Source: an optimization exercise on an open RTL-to-GDS flow (aim: small area). Production flows keep margins and buffers that such runs may drop. Function was checked by simulation only, so behaviour that the tests miss may differ from the original. The clock input has no modelled driver; a real chip could not lean on it and would need a root buffer or a full tree. Power figures rest on the tool's default switching activity, not on a simulated workload.

## job 101
==> flow/design.v <==
module SAM (str, mode, clk, reset, msg, frame);
	input str;
	input mode;
	input clk;
	input reset;
	output [31:0] msg;
	output reg frame;
	reg [2:0] s;
	reg [5:0] p;		 
	reg [5:0] z;		 
	reg [31:0] Ac;		 
	reg [31:0] Bc;		 
	wire [2:0] n = z[2:0];
	wire st_n = (s == 3'b000);
	wire st_d = (s == 3'b001);
	wire st_c = (s == 3'b010);
	wire cfg = mode & ~s[2];
	wire clr = mode & st_n;
	wire shift = mode & (st_d | st_c);
	wire dec = ~mode & s[2];
	wire [5:0] win = {n >= 3'd5, n >= 3'd4, n >= 3'd3, n >= 3'd2, n >= 3'd1, 1'b1};
	wire [5:0] sh = {6{shift}} & win;
	wire [5:0] keep = ~sh & ~{6{clr}};
	reg tap;
	always @(*) begin
		case (n)
			3'd0: tap = Ac[0];
			3'd1: tap = Ac[1];
			3'd2: tap = Ac[3];
			3'd3: tap = Ac[7];
			3'd4: tap = Ac[15];
			default: tap = Ac[31];
		endcase
	end
	wire ac_in = ~str & (st_d | tap);
	wire bc_in = ~str & ~tap;
	wire [31:0] ac_sh = {Ac[30:0], ac_in};
	wire [31:0] bc_sh = {Bc[30:0], bc_in};
	function [31:0] grp;
		input [5:0] g;
		grp = {{16{g[5]}}, {8{g[4]}}, {4{g[3]}}, {2{g[2]}}, g[1], g[0]};
	endfunction
	wire [31:0] sh32 = grp(sh);
	wire [31:0] keep32 = grp(keep);
	always @(posedge clk) begin
		Ac <= (ac_sh | ~sh32) & (Ac | ~keep32);
		Bc <= (bc_sh & sh32) | (Bc & keep32);
	end
	wire P = s[2] & s[1] & s[0];
	wire Q = s[2] & s[1] & ~s[0];
	assign msg = ~((~{32{Q}} | Ac) & (~{32{P}} | Bc));
	wire [4:0] need = st_n ? 5'b00011 : {n >= 3'd5, n >= 3'd4, n >= 3'd3, n >= 3'd2, n >= 3'd1};
	wire last = &(p[4:0] | ~need);
	wire stop = &p[5:2];
	wire bnd = str & (z != 6'd0);
	wire shortp = (p <= 6'd8);
	wire accept = dec & ~stop & bnd & ~shortp;
	wire ob = ({z, 1'b0} <= {1'b0, p});
	always @(posedge clk) begin
		if (cfg) begin
			if (st_n) z <= {z[4:0], str};
			else if (st_c & last) z <= 6'd0;
		end
		else if (dec & ~stop & ~str) z <= z + 6'd1;
		else if (accept) z <= 6'd0;
	end
	always @(posedge clk, negedge reset) begin
		if (!reset) begin
			s <= 3'b000;
			p <= 6'd0;
			frame <= 1'b0;
		end
		else if (cfg) begin
			if (last) begin
				p <= 6'd0;
				if (st_n) s <= 3'b001;
				else if (st_d) s <= 3'b010;
				else if (st_c) s <= 3'b100;
			end
			else p <= p + 6'd1;
		end
		else if (dec) begin
			if (stop) frame <= 1'b0;
			else if (accept) begin
				frame <= 1'b1;
				p <= 6'd0;
				s[1] <= s[1] | s[0];
				s[0] <= (s[1] | s[0]) ? ob : 1'b1;
			end
			else begin
				if (bnd) frame <= 1'b0;
				p <= p + 6'd1;
			end
		end
	end
endmodule
==> flow/config.mk <==
export PLATFORM = sky130hd
export DESIGN_NAME = SAM
export DESIGN_NICKNAME = SAM
export VERILOG_FILES = /design/flow/design.v
export SDC_FILE = /design/flow/constraint.sdc
export NUM_CORES = 4
export LEC_CHECK = 0
export ABC_AREA = 1
export CAP_MARGIN = 20
export CORE_MARGIN = 2
export CORE_UTILIZATION = 55
export SLEW_MARGIN = 20
==> flow/constraint.sdc <==
create_clock -name core_clock -period 10.0 [get_ports {clk}]
set_input_delay 2.0000 -clock core_clock [delete_from_list [all_inputs] [get_ports {clk}]]
set_output_delay 2.0000 -clock core_clock [all_outputs]
set_load 0.01 [all_outputs]
standard.sh (not shown) runs the stock make flow with config.mk's settings and CLKGATE_MAP_FILE= SYNTH_SCRIPT=/design/flow/synth_recipe.tcl, a recipe that flattens the netlist after the stock synthesis.
==> flow/flow/run.sh <==
#!/bin/bash
# Standard ORFS layout with three changes:
#  - synthesis uses an area-oriented ABC script (flow/abc_area.script)
#    in place of ORFS's own; registers are left as the standard synthesis makes them
#  - ports are buffered with buf_1
#  - CTS uses no dummy loads and a list of small clock buffers
set -euo pipefail
W=$(pwd)
rm -rf "$W/scripts_abc"
cp -r "$FLOW_HOME/scripts" "$W/scripts_abc"
cp "$W/flow/abc_area.script" "$W/scripts_abc/abc_area.script"
SCRIPTS_DIR="$W/scripts_abc" bash standard.sh synth > "$W/synth.log" 2>&1
export BUFFER_PORTS_ARGS="-buffer_cell sky130_fd_sc_hd__buf_1"
export CTS_ARGS="-repair_clock_nets -dont_use_dummy_load -buf_list {sky130_fd_sc_hd__clkbuf_8 sky130_fd_sc_hd__clkbuf_16} -root_buf sky130_fd_sc_hd__clkbuf_16"
bash standard.sh > "$W/layout.log" 2>&1
==> flow/flow/abc_area.script <==
strash
dc2
&get -n
&dch -f
&nf -R 1000
&put
Edits applied to the flow inputs when going from job 101 to job 102:
Settings: swapping 55 for 40 in CORE_UTILIZATION; clearing ABC_AREA, which used to be 1.
==> flow/run.sh (new file) <==
#!/bin/bash
# synth_recipe.tcl (not shown) runs the flow's synth.tcl, then flattens the netlist and writes it again
# the make line also repeats each setting of config.mk as NAME=value (left out here)
make -C /OpenROAD-flow-scripts/flow DESIGN_CONFIG=/design/flow/config.mk WORK_HOME=/design/flow/orfs CLKGATE_MAP_FILE= SYNTH_SCRIPT=/design/flow/synth_recipe.tcl finish
removed: flow/flow/run.sh
removed: flow/flow/abc_area.script
removed: flow/standard.sh
Notes after the runs:
Looking at worst hold slack, job 102 sits 0.025 ns lower than job 101 does. Routed length per instance: job 102 < job 101. Job 101 -> job 102: design area increased by more than 10%. The most frequent standard cell in the layout excluding fill and tap cells comes out dfxtp_1 in one run and nand2_1 in the other, namely in job 101 and job 102 respectively.
What job 103 does differently from job 102 at the input level:
Settings: CORE_UTILIZATION now 55, was 40; ABC_AREA now 1, previously not set.
==> flow/flow/run.sh (new file) <==
#!/bin/bash
# Standard ORFS layout with three changes:
#  - synthesis uses an area-oriented ABC script (flow/abc_area.script)
#    in place of ORFS's own; registers are left as the standard synthesis makes them
#  - ports are buffered with buf_1
#  - CTS uses no dummy loads and a list of small clock buffers
set -euo pipefail
W=$(pwd)
rm -rf "$W/scripts_abc"
cp -r "$FLOW_HOME/scripts" "$W/scripts_abc"
cp "$W/flow/abc_area.script" "$W/scripts_abc/abc_area.script"
SCRIPTS_DIR="$W/scripts_abc" bash standard.sh synth > "$W/synth.log" 2>&1
export BUFFER_PORTS_ARGS="-buffer_cell sky130_fd_sc_hd__buf_1"
export CTS_ARGS="-sink_clustering_enable -sink_clustering_size 80 -sink_clustering_max_diameter 300 -repair_clock_nets -dont_use_dummy_load -buf_list {sky130_fd_sc_hd__clkbuf_16} -root_buf sky130_fd_sc_hd__clkbuf_16"
bash standard.sh > "$W/layout.log" 2>&1
==> flow/flow/abc_area.script (new file) <==
strash
dc2
&get -n
&dch -f
&nf -R 1000
&put
==> flow/standard.sh (new file) <==
#!/bin/bash
# synth_recipe.tcl (not shown) runs the flow's synth.tcl, then flattens the netlist and writes it again
# the make line also repeats each setting of config.mk as NAME=value (left out here)
make -C /OpenROAD-flow-scripts/flow DESIGN_CONFIG=/design/flow/config.mk WORK_HOME=/design/flow/orfs CLKGATE_MAP_FILE= SYNTH_SCRIPT=/design/flow/synth_recipe.tcl "${@:-finish}"
removed: flow/run.sh
==> summary.txt <==
Job 102 has a lower worst setup slack than job 103. Job 103: non-clock buffer count lower than job 102. Job 103 vs job 102 — worst hold-check slack rose 0.025 ns. For job 102, the capturing element of the worst setup path was msg[16], unlike job 103, where it was Ac[16]$_DFF_P_. Combinational share of power in job 103 vs job 102: up 32 points. From job 102 to job 103 the numbers moved as follows: slew at the pin closest to its max-slew limit now sits higher; via count decreased by 17% relative to the old numbers; total power divided by cell area rose by about 90%; area of the placeable core went down; fraction of area in registers moved up. Job 103 vs. job 102: aggregate routed wire length now sits lower, die area now sits lower.
For job 104, these inputs were changed with respect to job 103:
diff --git a/flow/flow/run.sh b/flow/flow/run.sh
--- a/flow/flow/run.sh
+++ b/flow/flow/run.sh
@@ -14 +14 @@
-export CTS_ARGS="-sink_clustering_enable -sink_clustering_size 80 -sink_clustering_max_diameter 300 -repair_clock_nets -dont_use_dummy_load -buf_list {sky130_fd_sc_hd__clkbuf_16} -root_buf sky130_fd_sc_hd__clkbuf_16"
+export CTS_ARGS="-sink_clustering_enable -repair_clock_nets -dont_use_dummy_load -buf_list {sky130_fd_sc_hd__clkbuf_8 sky130_fd_sc_hd__clkbuf_16}"
### Flow results
On post-route fraction of the period consumed by the critical path, job 104 and job 103 are basically level.
Job 104 against job 103: combinational cell fraction of total power grew by 3.4 points, fraction of the core area covered by cells at the end of the flow shrank by 1.7 points, static leakage shrank by 0.046 nW.
Sort job 104 and job 103 by sequential share of cell area, descending, and job 104 comes first.
The faster design of the two is job 104; job 103 tops out lower.
Between job 103 and job 104, the flow reports vias per cell decreasing slightly.
Job 104 vs job 103 — sum of met3 wire segment lengths after detailed routing dropped by more than 10%
Job 104 vs job 103: growth of design area from synthesis to finish down
Cell area was higher in the run labelled job 103.

* * *

oak:
Another version of the RTL of SAM (not shown whole).
Size in the first run: about 79 flip-flops, roughly 37 I/O pins, roughly 2900 sq um of cells after synthesis.
clock: 10.0 ns
lec_check: 0
abc_area: 1
cap_margin: 20
core_margin: 2
core_utilization: 70
gpl_timing_driven: 0
slew_margin: 20
==> flow/flow/run.sh <==
#!/bin/bash
# Standard ORFS layout with these changes:
#  - synthesis runs once per area-oriented ABC script flow/abc_*.script
#    (in place of ORFS's own abc_area.script), with adders left to ABC
#    (no half-adder cells), and keeps the run whose netlist has the least
#    cell area; registers are left as the standard synthesis makes them
#  - ports are buffered with buf_1
#  - the clock tree is MANUAL_CTS_N clock buffers placed at the centres of
#    their groups of registers (flow/manual_cts.tcl) in place of TritonCTS
set -euo pipefail
W=$(pwd)
S="$W/scripts_own"
rm -rf "$S"
cp -r "$FLOW_HOME/scripts" "$S"
cp "$W/flow/manual_cts.tcl" "$S/manual_cts.tcl"
grep -q '^log_cmd clock_tree_synthesis {\*}\$cts_args$' "$S/cts.tcl"
sed -i 's|^log_cmd clock_tree_synthesis {\*}\$cts_args$|source $::env(SCRIPTS_DIR)/manual_cts.tcl\nmanual_cts $::env(MANUAL_CTS_BUF) $::env(MANUAL_CTS_N)\nset_propagated_clock [all_clocks]|' "$S/cts.tcl"
export SCRIPTS_DIR="$S"
export MANUAL_CTS_BUF=sky130_fd_sc_hd__buf_8
export MANUAL_CTS_N=4
STAT="$W/orfs/reports/sky130hd/SAM/base/synth_stat.txt"
best=""
best_area=""
for f in "$W"/flow/abc_*.script; do
  name=$(basename "$f" .script)
  cp "$f" "$S/abc_area.script"
  rm -rf "$W/orfs"
  ADDER_MAP_FILE= bash standard.sh synth > "$W/synth_$name.log" 2>&1
  area=$(grep "Chip area for module" "$STAT" | awk '{print $NF}')
  echo "$name $area" >> "$W/synth_areas.txt"
  if [[ -z "$best" ]] || awk -v a="$area" -v b="$best_area" 'BEGIN { exit !(a < b) }'; then
    best="$f"
    best_area="$area"
  fi
done
echo "chosen $(basename "$best") $best_area" >> "$W/synth_areas.txt"
cp "$best" "$S/abc_area.script"
rm -rf "$W/orfs"
ADDER_MAP_FILE= bash standard.sh synth > "$W/synth.log" 2>&1
export BUFFER_PORTS_ARGS="-buffer_cell sky130_fd_sc_hd__buf_1"
bash standard.sh > "$W/layout.log" 2>&1
==> flow/flow/abc_s2.script <==
strash
dc2
&get -n
&dch -f
&nf -R 1000
&put
==> flow/flow/abc_t1.script <==
strash
dc2
&get -n
&dch -f
&nf -R 1000
&put
mfs2
strash
dc2
&get -n
&dch -f
&nf -R 1000
&put
==> flow/flow/abc_u6.script <==
strash
dc2
&get -n
&dch
&nf -R 1000
&put
==> flow/flow/abc_u7.script <==
strash
&get -n
&fraig -x
&put
dc2
&get -n
&dch -f
&nf -R 1000
&put
Other scripts of this flow, unchanged in this note and not shown: flow/flow/manual_cts.tcl
Edits applied to the flow inputs when going from oak to pine:
Settings: a change of CAP_MARGIN from 20 to 0; an added PLACE_DENSITY of 0.9; a change of SLEW_MARGIN from 20 to 0.
[summary]
- pine did not stop at any stage, and its layout met the timing, DRC and antenna checks.
- oak completed; timing, DRC and antenna clean
- Re cell area: oak and pine aren't equal, and the lower value belongs to pine.
- Compared with oak, in pine wire length now larger, combinational cell fraction of total power moved down.
[inputs] birch vs pine
Settings: SLEW_MARGIN changed from 0 to 20; CAP_MARGIN changed from 0 to 20; PLACE_DENSITY removed (was 0.9).
==> flow/flow/run.sh <==
#!/bin/bash
# Standard ORFS layout with these changes:
#  - synthesis uses an area-oriented ABC script (flow/abc_area.script)
#    in place of ORFS's own, and leaves adders to ABC (no half-adder cells);
#    registers are left as the standard synthesis makes them
#  - ports are buffered with buf_1
#  - the clock tree is MANUAL_CTS_N clock buffers placed at the centres of
#    their groups of registers (flow/manual_cts.tcl) in place of TritonCTS
set -euo pipefail
W=$(pwd)
S="$W/scripts_own"
rm -rf "$S"
cp -r "$FLOW_HOME/scripts" "$S"
cp "$W/flow/abc_area.script" "$S/abc_area.script"
cp "$W/flow/manual_cts.tcl" "$S/manual_cts.tcl"
grep -q '^log_cmd clock_tree_synthesis {\*}\$cts_args$' "$S/cts.tcl"
sed -i 's|^log_cmd clock_tree_synthesis {\*}\$cts_args$|source $::env(SCRIPTS_DIR)/manual_cts.tcl\nmanual_cts $::env(MANUAL_CTS_BUF) $::env(MANUAL_CTS_N)\nset_propagated_clock [all_clocks]|' "$S/cts.tcl"
export SCRIPTS_DIR="$S"
export MANUAL_CTS_BUF=sky130_fd_sc_hd__buf_8
export MANUAL_CTS_N=4
ADDER_MAP_FILE= bash standard.sh synth > "$W/synth.log" 2>&1
export BUFFER_PORTS_ARGS="-buffer_cell sky130_fd_sc_hd__buf_1"
bash standard.sh > "$W/layout.log" 2>&1
==> flow/flow/abc_area.script (new file) <==
strash
dc2
&get -n
&dch -f
&nf -R 1000
&put
removed: flow/flow/abc_s2.script
removed: flow/flow/abc_t1.script
removed: flow/flow/abc_u6.script
removed: flow/flow/abc_u7.script
Results
s[0] as the source of the critical timing path was reported by pine, and mode by birch.
birch vs pine — met2 track demand over resource rose 2.1 points.
birch reports a higher via count than pine does.
Fraction of the cycle the final worst path needs (lower): birch
Between pine and birch, the flow reports total power increasing slightly.
[compare] base=pine new=birch: largest net degree at the start of global routing went up by 1; setup slack went up by 0.053 ns; combined area of the multi-input logic cells went up by about 3.6%; power in the clock group was more or less identical.
Summary: setup slack of the most critical reg-to-reg path, birch worse than pine
No run of this note takes its clock network from TritonCTS; it comes from the design's own scripts or RTL.

[what the ideal ports hide]
The results above use ideal ports. As a check the final layouts listed here were re-extracted and re-timed, cells and wires unchanged.
Step 1, drivers: a clkbuf_16 drives clk and a buf_2 each remaining input, both assumed.
Step 2, shift: input delay + t, output delay - t, t = (earliest + latest rising clock arrival at the registers) / 2. This alone moves slack from input paths to output paths.
Three values: no drivers, after step 1, after step 2; two values: the first two.
| run | t (ns) | setup WS [ns] | hold slack, ns | slew at the worst register clock pin (ns) | worst slew at a driven data input, ns |
|---|---|---|---|---|---|
| job 101 | 0.357 | 5.920 / 5.934 / 5.577 | 0.481 / 0.481 / 0.481 | 0.06 / 0.06 | 0.03 |
| job 102 | 0.382 | 5.421 / 5.389 / 5.687 | 0.456 / 0.456 / 0.456 | 0.10 / 0.10 | 0.03 |
| job 103 | 0.357 | 5.920 / 5.934 / 5.577 | 0.481 / 0.481 / 0.481 | 0.06 / 0.06 | 0.03 |
| job 104 | 0.361 | 5.934 / 5.943 / 5.582 | 0.486 / 0.486 / 0.486 | 0.08 / 0.08 | 0.03 |
| oak | 0.195 | 5.704 / 5.752 / 5.557 | 0.489 / 0.489 / 0.489 | 0.10 / 0.10 | 0.03 |
| pine | 0.200 | 5.701 / 5.631 / 5.830 | 0.483 / 0.483 / 0.483 | 0.11 / 0.11 | 0.03 |
| birch | 0.200 | 5.753 / 5.797 / 5.597 | 0.484 / 0.484 / 0.484 | 0.11 / 0.11 | 0.03 |
After both steps setup and hold are still met in every run listed. The setup slack of job 104, which loses most, moves by +0.009 ns with the drivers and by -0.352 ns with both steps.
